From an optimization exercise on the open Yosys and OpenROAD flow, aimed at small area, a short achievable clock period and few clock cycles; shortcuts taken in it are not production practice.
At most, simulation tests tie the RTL to the original design; equivalence was not proved.

Setup of the reference run:
==> module MU0, before the edit <==
module MU0 ( Addr, Dout, Halted, Rd, Wr, cc, fetch, regC, Clk, Din,
     Reset, srcC );
output  Halted, Rd, Wr, fetch;
input  Clk, Reset;
output [11:0]  Addr;
output [1:0]  cc;
output [15:0]  Dout;
output [15:0]  regC;
input [15:0]  Din;
input [1:0]  srcC;
reg  [15:0] acc;
reg  [11:0] pc;      
reg  [11:0] ra;      
reg  [1:0]  op;      
reg         st;      
reg         hlt;     
wire        N = acc[15];
wire        Z = ~|acc;
wire        fc   = ~st & ~hlt;                   
wire [2:0]  f    = Din[14:12];
wire        stp  = &f;
wire        take = f[2] & ~f[0] & (~f[1] | ~Z) |    
               f[2] & ~f[1] & f[0] & ~N;            
wire        is_sta = ~op[1] & op[0];
wire [11:0] pc_n = pc + {11'd0, fc};
wire        en = st & ~is_sta;
wire        ka = ~Reset & (op[1] | ~en);    
wire        kb = en;                        
wire        b1 = kb & ~op[0], b0 = kb & op[0];
wire [15:0] bop;
genvar i;
generate for (i = 0; i < 16; i = i + 1) begin : bsel
  assign bop[i] = Din[i] ? b1 : b0;
end endgenerate
wire [15:0] alu;
add16 u_add (.s(alu), .a(acc & {16{ka}}),
             .b(bop), .cin(op[0] & kb));
always @(posedge Clk or posedge Reset)
  if (Reset) begin
    pc  <= 12'd0;
    st  <= 1'b0;
    hlt <= 1'b0;
  end else begin
    st  <= fc & ~f[2];
    hlt <= hlt | fc & stp;
    pc  <= fc & (~f[2] | take) ? Din[11:0] : st ? ra : pc_n;
  end
always @(posedge Clk) begin
  acc <= alu;
  ra <= pc_n;
  op <= Din[13:12];
end
assign Addr   = pc;
assign Dout   = acc;
assign Rd     = ~Reset & ~hlt & ~(st & is_sta);
assign fetch  = ~Reset & fc;
assign Wr     = st & is_sta;
assign Halted = hlt;
assign cc     = {N, Z};
assign regC   = srcC[1] ? {14'd0, N, Z} :
                srcC[0] ? {4'd0, pc} : acc;
endmodule
==> flow/config.mk <==
export PLATFORM = sky130hd
export DESIGN_NAME = MU0
export DESIGN_NICKNAME = MU0
export VERILOG_FILES = /design/flow/design.v
export SDC_FILE = /design/flow/constraint.sdc
export NUM_CORES = 4
export LEC_CHECK = 0
export CAP_MARGIN = 20
export CORE_MARGIN = 2
export CORE_UTILIZATION = 55
export SLEW_MARGIN = 20
==> flow/constraint.sdc <==
create_clock -name core_clock -period 10.0 [get_ports {Clk}]
set_input_delay 2.0000 -clock core_clock [delete_from_list [all_inputs] [get_ports {Clk}]]
set_output_delay 2.0000 -clock core_clock [all_outputs]
set_load 0.01 [all_outputs]
standard.sh (not shown) runs the stock make flow with config.mk's settings and CLKGATE_MAP_FILE= SYNTH_SCRIPT=/design/flow/synth_recipe.tcl, a recipe that flattens the netlist after the stock synthesis.
==> flow/flow/run.sh <==
#!/bin/bash
# Standard ORFS layout in parts:
#  1. the standard synthesis; flow/remap.sh then re-maps its combinational
#     logic for area (flip-flops unchanged);
#  2. floorplan and placement; flow/size_io.tcl then sizes the port buffers
#     on the paths from the inputs straight to the outputs (srcC to regC,
#     Reset to Rd and fetch);
#  3. clock tree, routing and the rest.
# Each step's full output is in its own .log file here.
# Ports are buffered with buf_1; timing repair aims at a 5.3 ns setup margin.
set -euo pipefail
K=("SETUP_SLACK_MARGIN=5.3" "BUFFER_PORTS_ARGS=-buffer_cell sky130_fd_sc_hd__buf_1" "CTS_ARGS=-sink_clustering_enable -repair_clock_nets -dont_use_dummy_load -buf_list sky130_fd_sc_hd__clkbuf_8")
R=orfs/results/$FLOW_PLATFORM/MU0/base
bash standard.sh "${K[@]}" synth > standard_synth.log 2>&1
cp $R/1_2_yosys.v standard_1_2_yosys.v
bash flow/remap.sh standard_1_2_yosys.v $R/1_2_yosys.v > remap.log 2>&1
rm -f $R/1_synth.odb $R/1_synth.sdc
bash standard.sh "${K[@]}" place > standard_place.log 2>&1
openroad -no_init -exit flow/size_io.tcl > size_io.log 2>&1
bash standard.sh "${K[@]}" finish > standard_finish.log 2>&1
Other scripts of this flow, unchanged in this note and not shown: flow/flow/cellmodels.py, flow/flow/remap.abc, flow/flow/remap.sh, flow/flow/size_io.tcl
The reference run | stages: all done | timing, DRC, antenna: all pass
## Diff of input files: the trial run against the reference run
--- a/flow/design.v
+++ b/flow/design.v
@@ -85,8 +85,9 @@
 reg  [11:0] ra;      
 reg  [1:0]  op;      
 reg         st;      
 reg         hlt;     
+reg         rq;      
 wire        N = acc[15];
 wire        Z = ~|acc;
 wire        fc   = ~st & ~hlt;                   
 wire [2:0]  f    = Din[14:12];
@@ -95,9 +96,9 @@
                f[2] & ~f[1] & f[0] & ~N;            
 wire        is_sta = ~op[1] & op[0];
 wire [11:0] pc_n = pc + {11'd0, fc};
 wire        en = st & ~is_sta;
-wire        ka = ~Reset & (op[1] | ~en);    
+wire        ka = ~rq & (op[1] | ~en);       
 wire        kb = en;                        
 wire        b1 = kb & ~op[0], b0 = kb & op[0];
 wire [15:0] bop;
 genvar i;
@@ -116,8 +117,11 @@
     st  <= fc & ~f[2];
     hlt <= hlt | fc & stp;
     pc  <= fc & (~f[2] | take) ? Din[11:0] : st ? ra : pc_n;
   end
+always @(posedge Clk or posedge Reset)
+  if (Reset) rq <= 1'b1;
+  else       rq <= 1'b0;
 always @(posedge Clk) begin
   acc <= alu;
   ra <= pc_n;
   op <= Din[13:12];
Notes after the runs:
- The trial run completed every stage of the flow, and the final layout passed the timing, DRC and antenna checks.
- The reference run → the trial run: final worst-path cycle share neither gained nor lost much, final instance area lost 120 sq um, final cell count without fillers lost about 1.1%.
- Relative to the reference run, count of placed standard cells including taps increased by 7 in the trial run.
- Taking the reference run as the reference, in the trial run global-route wire length before repair rose about 5.6%; setup slack about even; routed wire length fell 400 um.
Testbench counts of the trial run, summed over its fixed seeds: cycles 63,739.
Only the layout flow was run in the reference run; the RTL was not checked for function there.

==> port drivers added, routing unchanged <==
In the flow no input, the clock included, has a driving cell. The finished layouts below were timed again as built, in two steps. Step 1: set_driving_cell puts a clkbuf_16 on Clk and a buf_2 on each other input, an assumption about the parent block. Step 2 moves the port delays by t, midway between the first and last clock arrival at a register: inputs arrive t later, outputs are due t later. That takes back most of the time a late clock gives input paths. a / b / c = ideal ports / drivers / drivers and shift; a / b = the first two.
| run | t, ns | setup slack, ns | hold WS [ns] | worst register clock-pin slew, ns | pins driven straight from the clock port |
|---|---|---|---|---|---|
| the reference run | 0.322 | 5.343 / 5.303 / 5.112 | 0.460 / 0.460 / 0.460 | 0.08 / 0.08 | 1 |
| the trial run | 0.317 | 5.343 / 5.303 / 5.266 | 0.454 / 0.454 / 0.454 | 0.08 / 0.08 | 1 |
After both steps setup and hold are still met in every run listed. The setup slack of the reference run, which loses most, moves by -0.040 ns with the drivers and by -0.231 ns with both steps.
